Context: an optimization exercise on an open-source flow, tuned for a short achievable clock period and few clock cycles. The choices shown serve that exercise and are no tape-out recipe. The RTL was checked by simulation tests, not by an equivalence proof against the original design. Power is estimated from default activity; no workload was simulated.

File: design/flow/design.v
module cpu(clk,reset,s,load,in,out,N,V,Z,w);
  input clk, reset, s, load;
  input [15:0] in;
  output [15:0] out;
  output N, V, Z, w;
  reg [7:0] ir_a;    
  reg [7:0] ir_b0;   
  reg [7:0] ir_b1;   
  reg [7:0] ir_br;   
  reg [7:0] ir_b15;  
  reg [7:0] wsel;    
  reg       o_movi, o_mov, o_add, o_cmp, o_and, o_mvn, o_wc;
  reg [7:0] imm;
  reg [127:0] R;     
  reg [15:0] A, B;   
  reg [15:0] C;
  reg        Nr, Vr, Zr;
  reg        wr, fresh, pend;
  wire [4:0] opc = in[15:11];
  wire [2:0] rn = in[10:8], rd = in[7:5], rm = in[2:0];
  wire [1:0] sh = in[4:3];
  wire d_movi = opc == 5'b11010;
  wire d_mov  = opc == 5'b11000;
  wire d_add  = opc == 5'b10100;
  wire d_cmp  = opc == 5'b10101;
  wire d_and  = opc == 5'b10110;
  wire d_mvn  = opc == 5'b10111;
  wire d_wrd  = d_mov | d_add | d_and | d_mvn;
  reg [7:0] d_a, d_b0, d_b1, d_br, d_b15;
  integer j;
  always @(*)
    for (j = 0; j < 8; j = j + 1) begin
      d_a[j]   = rn == j;
      d_b0[j]  = rm == j && sh == 2'b00;
      d_b1[j]  = rm == j && sh == 2'b01;
      d_br[j]  = rm == j && sh[1];
      d_b15[j] = rm == j && (sh == 2'b00 || sh == 2'b11);
    end
  always @(posedge clk)
    if (load) begin
      ir_a   <= d_a;
      ir_b0  <= d_b0;
      ir_b1  <= d_b1;
      ir_br  <= d_br;
      ir_b15 <= d_b15;
      for (j = 0; j < 8; j = j + 1)
        wsel[j] <= (d_movi && rn == j) || (d_wrd && rd == j);
      o_movi <= d_movi;
      o_mov  <= d_mov;
      o_add  <= d_add;
      o_cmp  <= d_cmp;
      o_and  <= d_and;
      o_mvn  <= d_mvn;
      o_wc   <= d_wrd;
      imm    <= in[7:0];
    end
  wire [7:0] sa   = load ? d_a   : ir_a;
  wire [7:0] sb0  = load ? d_b0  : ir_b0;
  wire [7:0] sb1  = load ? d_b1  : ir_b1;
  wire [7:0] sbr  = load ? d_br  : ir_br;
  wire [7:0] sb15 = load ? d_b15 : ir_b15;
  reg [15:0] An, Bn;
  integer k;
  always @(*) begin
    An = 16'b0;
    Bn = 16'b0;
    for (k = 0; k < 8; k = k + 1) begin
      An = An | ({16{sa[k]}} & R[16*k +: 16]);
      Bn = Bn | ({16{sb1[k]}} & {R[16*k +: 15], 1'b0})
              | ({16{sbr[k]}} & {1'b0, R[16*k+1 +: 15]})
              | ({sb15[k], {15{sb0[k]}}} & R[16*k +: 16]);
    end
  end
  always @(posedge clk) begin
    A <= An;
    B <= Bn;
  end
  wire [15:0] sum;
  wire        c15d;
  wire [15:0] cy;
  ks_add ADD(.a(A), .b(B), .cin(1'b0), .s(sum), .c15(), .c(cy));
  ks_add SUB(.a(A), .b(~B), .cin(1'b1), .s(), .c15(c15d), .c());
  wire        d15  = A[15] ^ ~B[15] ^ c15d;
  wire [15:0] other = ({16{o_and}} & (A & B))
                    | ({16{o_mov}} & B)
                    | ({16{o_mvn}} & ~B)
                    | ({16{o_movi}} & {{8{imm[7]}}, imm});
  wire [15:0] pab = A ^ B;
  wire [15:0] r0  = o_add ? pab : other;
  wire [15:0] r1  = o_add ? ~pab : other;
  wire [15:0] res = (cy & r1) | (~cy & r0);
  wire exec = (s & fresh) | pend;
  integer i;
  always @(posedge clk) begin
    for (i = 0; i < 8; i = i + 1)
      if (exec && wsel[i]) R[16*i +: 16] <= res;
    if (exec && o_wc) C <= res;
    if (exec && o_cmp) begin
      Nr <= d15;
      Vr <= (A[15] ^ B[15]) & (d15 ^ A[15]);
      Zr <= A == B;
    end
    fresh <= !exec;
    if (reset) begin
      pend <= 1'b0;
      wr   <= 1'b1;
    end else begin
      pend <= s & !fresh;
      wr   <= !(s & !fresh);
    end
  end
  assign out = C;
  assign N = Nr;
  assign V = Vr;
  assign Z = Zr;
  assign w = wr;
endmodule
module ks_add(a, b, cin, s, c15, c);
  input [15:0] a, b;
  input cin;
  output [15:0] s;
  output c15;
  output [15:0] c;
  wire [15:0] p = a ^ b;
  wire [15:0] g0 = a & b;
  wire [15:0] p0 = p;
  wire [15:0] g1, p1, g2, p2, g3, p3, g4, p4;
  wire [15:0] gi = {g0[15:1], g0[0] | (p0[0] & cin)};
  genvar i;
  generate
    for (i = 0; i < 16; i = i + 1) begin : L1
      if (i >= 1) begin
        assign g1[i] = gi[i] | (p0[i] & gi[i-1]);
        assign p1[i] = p0[i] & p0[i-1];
      end else begin
        assign g1[i] = gi[i];
        assign p1[i] = p0[i];
      end
    end
    for (i = 0; i < 16; i = i + 1) begin : L2
      if (i >= 2) begin
        assign g2[i] = g1[i] | (p1[i] & g1[i-2]);
        assign p2[i] = p1[i] & p1[i-2];
      end else begin
        assign g2[i] = g1[i];
        assign p2[i] = p1[i];
      end
    end
    for (i = 0; i < 16; i = i + 1) begin : L3
      if (i >= 4) begin
        assign g3[i] = g2[i] | (p2[i] & g2[i-4]);
        assign p3[i] = p2[i] & p2[i-4];
      end else begin
        assign g3[i] = g2[i];
        assign p3[i] = p2[i];
      end
    end
    for (i = 0; i < 16; i = i + 1) begin : L4
      if (i >= 8) begin
        assign g4[i] = g3[i] | (p3[i] & g3[i-8]);
        assign p4[i] = p3[i] & p3[i-8];
      end else begin
        assign g4[i] = g3[i];
        assign p4[i] = p3[i];
      end
    end
  endgenerate
  assign c = {g4[14:0], cin};
  assign s = p ^ c;
  assign c15 = c[15];
endmodule
File: design/flow/run.sh
#!/bin/bash
# synth_recipe.tcl (not shown) runs the flow's synth.tcl, then flattens the netlist and writes it again
# the make line also repeats each setting of config.mk as NAME=value (left out here)
make -C /OpenROAD-flow-scripts/flow DESIGN_CONFIG=/design/flow/config.mk WORK_HOME=/design/flow/orfs CLKGATE_MAP_FILE= SYNTH_SCRIPT=/design/flow/synth_recipe.tcl finish
File: design/flow/constraint.sdc
create_clock -name core_clock -period 7.0 [get_ports {clk}]
set_input_delay 1.4000 -clock core_clock [delete_from_list [all_inputs] [get_ports {clk}]]
set_output_delay 1.4000 -clock core_clock [all_outputs]
set_load 0.01 [all_outputs]
File: design/flow/config.mk
export PLATFORM = sky130hd
export DESIGN_NAME = cpu
export DESIGN_NICKNAME = cpu
export VERILOG_FILES = /design/flow/design.v
export SDC_FILE = /design/flow/constraint.sdc
export NUM_CORES = 4
export LEC_CHECK = 0
export CAP_MARGIN = 20
export CORE_MARGIN = 2
export CORE_UTILIZATION = 40
export SETUP_SLACK_MARGIN = 5
export SLEW_MARGIN = 20
==> summary.txt <==
* Clock buffer depth at 3
* Max-slew headroom at the worst pin at 17.03%
* GPL Wtd Cong at between 1 and 1.5
* Num CTS Buffers at 27
* Post-Syn Area per Cell at approximately 11 sq um
* Min-delay src: ir_b15[6]
* FFs w/ async S/R, synth at 0%
* Via density at between 7 and 8
* Grt total ovfl at 0
* TritonCTS clock tree: done
* Sequential-to-total area share from yosys stat at between 40% and 50%
* Crit path time final at 2.737 ns
* Clock latency (worst-skew pair) at ~0.57 ns
* Critical path class: in2reg
* Post-synthesis cell area at ~13000 sq um
* Total power at approximately 5.7 mW
* WL per Instance at just under 40 um
* Top-Level Pins at 40
* Setup tns final at 0 ns
* Number of fill cells in the layout at roughly 2600
* Final hold viol count at 0
* Period utilization at about two fifths
* Post-synthesis cell count at 1265
* Post-synth top area cell: edfxtp_1
* Die Span Y at between 150 and 200 um
* Die W at between 150 and 200 um
* Total Routed Length at 78.15 mm
* Primary FF master, synth: edfxtp_1
* Post-DP HPWL at 44.01 mm
* CP startpoint: load
* Worst Tran Pin Value at ~1.2 ns
* FF-to-FF Start: A[1]
* Synth cell types at just under 70
* Hold_buf cts at 0
* PortBufs at 39
* Met1 WL at between 20 and 30 mm
* Status: complete, no violations
* Peak VDD IR at ~0.22 mV
* CTS clk-pin slew, worst paths at roughly 0.06 ns
* Max-slew violations at 0
* Max-cap violations at 0
* Crit. End Element: flop
* Post-route ant nets at 0
* Share of cells above drive strength 1 at about two fifths
* Worst min path class: reg2reg
* Area of the core at roughly 33000 sq um
* Number of synthesized register bits at approximately 250
* Initial Utilization at just over 40%
* Multi-input logic area at 8353 sq um
* RSZ-0062 raised after global routing: true
* Root buf cell: clkbuf_16
* Initial antenna violation count at 3
* Pre-antenna DRT Iters at 10
* H-tree depth at 1
* Clock Skews at 0.02442 ns
* DR WL met3 at approximately 12 mm
* Die ar. at around 35000 sq um
* Largest net degree at the start of global routing at 30
* Critical Path AT at around 3.2 ns
* CTS Sinks at 245
* Pwr dens at between 200 and 300 nW/um^2
* FF/Latch Area at approximately 6700 sq um
* Syn nets at roughly 1300
* Startpoint types: primary input
* Number of flops mapped to enable cells by yosys at between 150 and 200
* Setup Viol. Count Final at 0
* Worst-path fanout max at 5
* Vias in the first global route at 14650
* Initial DRC count at 3221
* Synth top area share at about 38%
* Met2 WL at 31.53 mm
* Area Overhead vs Synth at 50.43%
* Gr usage total at 42.67%
* P_leak at 7.320 nW
* Critical Path RT at ~7.4 ns
* Top sig layer: met4
* DR vias at 15360
* Fmax at between 300 and 400 MHz
* Site Rows at 67
* DRC at 0
* Synth area leaders: edfxtp_1 38%, a22oi_1 15%, dfxtp_1 11%, ha_1 3.1%, nand4_1 2.6%
* First-pass GRT wire length at 108.2 mm
* Warnings, synthesis at 1
* Layout Nets at about 1600
synthesized netlist by cell type, types with 26 or more instances:
cell and instances:
a22oi_1 276, edfxtp_1 170, dfxtp_1 75, nand2_1 63, clkbuf_1 57, nand4_1 55
nor2_1 49, a21oi_1 40, a221oi_1 39, a22o_1 39, inv_1 35, ha_1 33
nand3_1 29, o21ai_0 26
report_power, final:
part	internal, mW	switching (mW)
logic	0.879	0.960
registers	1.89	0.410
clock network	0.868	0.644
repair_timing:
item,CTS,global route
buffers inserted,184,68
pin swaps,112,84
resized for setup,364,98
setup endpoints to repair,400,225
cloned,12,2
cells in the final DEF, fill, tap and decap left out, types with 7 or more instances in the layout:
cell type	instances
nor2_4	25
dfxtp_4	11
buf_8	7
o21ai_0	14
dfxtp_2	7
buf_4	167
ha_4	15
nand2b_4	9
edfxtp_1	170
nand4_1	55
nor2b_4	15
nand3_1	24
o22ai_1	9
a22o_1	37
buf_6	51
o21ai_1	10
clkbuf_16	28
a21o_1	14
a21oi_1	32
a221oi_2	7
a22oi_2	67
and3_1	7
ha_1	12
mux2i_1	20
nor3_1	9
buf_12	56
buf_2	25
o2bb2ai_4	15
a221oi_1	33
a22oi_1	209
nor2_1	23
a221o_1	7
inv_1	27
buf_16	7
dfxtp_1	57
nand2_1	56
flip-flops by register name (all words and copies together), names as in the netlist, 8 cells and up:
name / count
R: 128
A: 16
B: 16
C: 16
imm: 8
ir_a: 8
ir_b0: 8
ir_b15: 8
ir_b1: 8
ir_br: 8
wsel: 8
path summary, 6_finish.rpt:
path / endpoint / slack, ns / depth (start not counted)
min reg2reg: ir_b15[6] / 0.46 / 2
max: B[0] / 4.26 / 7
min: ir_b15[6] / 0.46 / 2
max reg2reg: R[78] / 4.49 / 10
kinds of logic (layout without fill, tap and decap cells):
family / count (synthesis) / count (layout) / synth area share (%)
compound gates: 530 / 531 / 29.72
simple gates: 303 / 303 / 12.02
flops: 245 / 245 / 48.97
buf+inv: 117 / 411 / 3.589
fa+ha+maj: 33 / 33 / 3.060
mux: 24 / 24 / 1.799
xor+xnor: 13 / 13 / 0.8439
other cells: 0 / 3 / 0
critical path, stage by stage:
cell	delay, ns
buf_16	0.13
or3b_4	0.32
nor2_4	0.06
a21o_4	0.20
a22o_1	0.24
a221o_1	0.26
or4_4	0.53
cell type report:
cell class                 count  share of cell area [%]
multi-input combinational    904                   41.16
sequential                   245                   32.80
timing repair buffer         324                   17.80
clock buffer                  30                   3.434
tap                          448                   2.762
clock inverter                20                   1.073
inverter                      36                  0.8384
timing repair inverter         1                 0.09864
antenna                        3                 0.03699
metrics by stage:
stage | utilization, % | hold WS [ns] | instance area [sq um] | std cells | worst slack [ns]
after floorplan | - | 0.4251 | 14750 | 1265 | 3.963
after global placement | 45.65 | 0.4396 | 15230 | 1692 | 2.464
after detailed placement | 45.66 | 0.4488 | 15230 | 1692 | 2.423
after CTS | 57.67 | 0.4589 | 19240 | 1938 | 4.273
after global routing | 60.81 | 0.4867 | 20290 | 2008 | 4.242
final | 60.83 | 0.4636 | 20300 | 2011 | 4.263
per-layer routing:
layer / track usage [%] / up-vias
li1: - / 5788
met1: 52.67 / 7350
met2: 61.45 / 1629
met3: 17.78 / 591
met4: 26.95 / 0
met5: 0.6868 / -
Testbench counts, summed over its fixed seeds: cycles 24,128.

## re-timing with driven ports
In the flow no input, the clock included, has a driving cell. The finished layout below was timed again as built, in two steps. Step 1, drivers: a clkbuf_16 drives clk and a buf_2 each remaining input, both assumed. Step 2 moves the port delays by t, midway between the first and last clock arrival at a register: inputs arrive t later, outputs are due t later. That takes back most of the time a late clock gives input paths. Slacks: no drivers / after step 1 / after step 2; pairs: no drivers / after step 1.
t, ns: 0.615
setup WS [ns]: 4.263 / 4.158 / 3.543
clock arrival spread, ns: 0.025 / 0.025
slew at the worst register clock pin (ns): 0.07 / 0.07
worst data-port slew with drivers (ns): 0.23
After both steps this run still meets setup and hold. For this run, drivers alone change the setup slack by -0.105 ns; drivers and shift together by -0.720 ns.
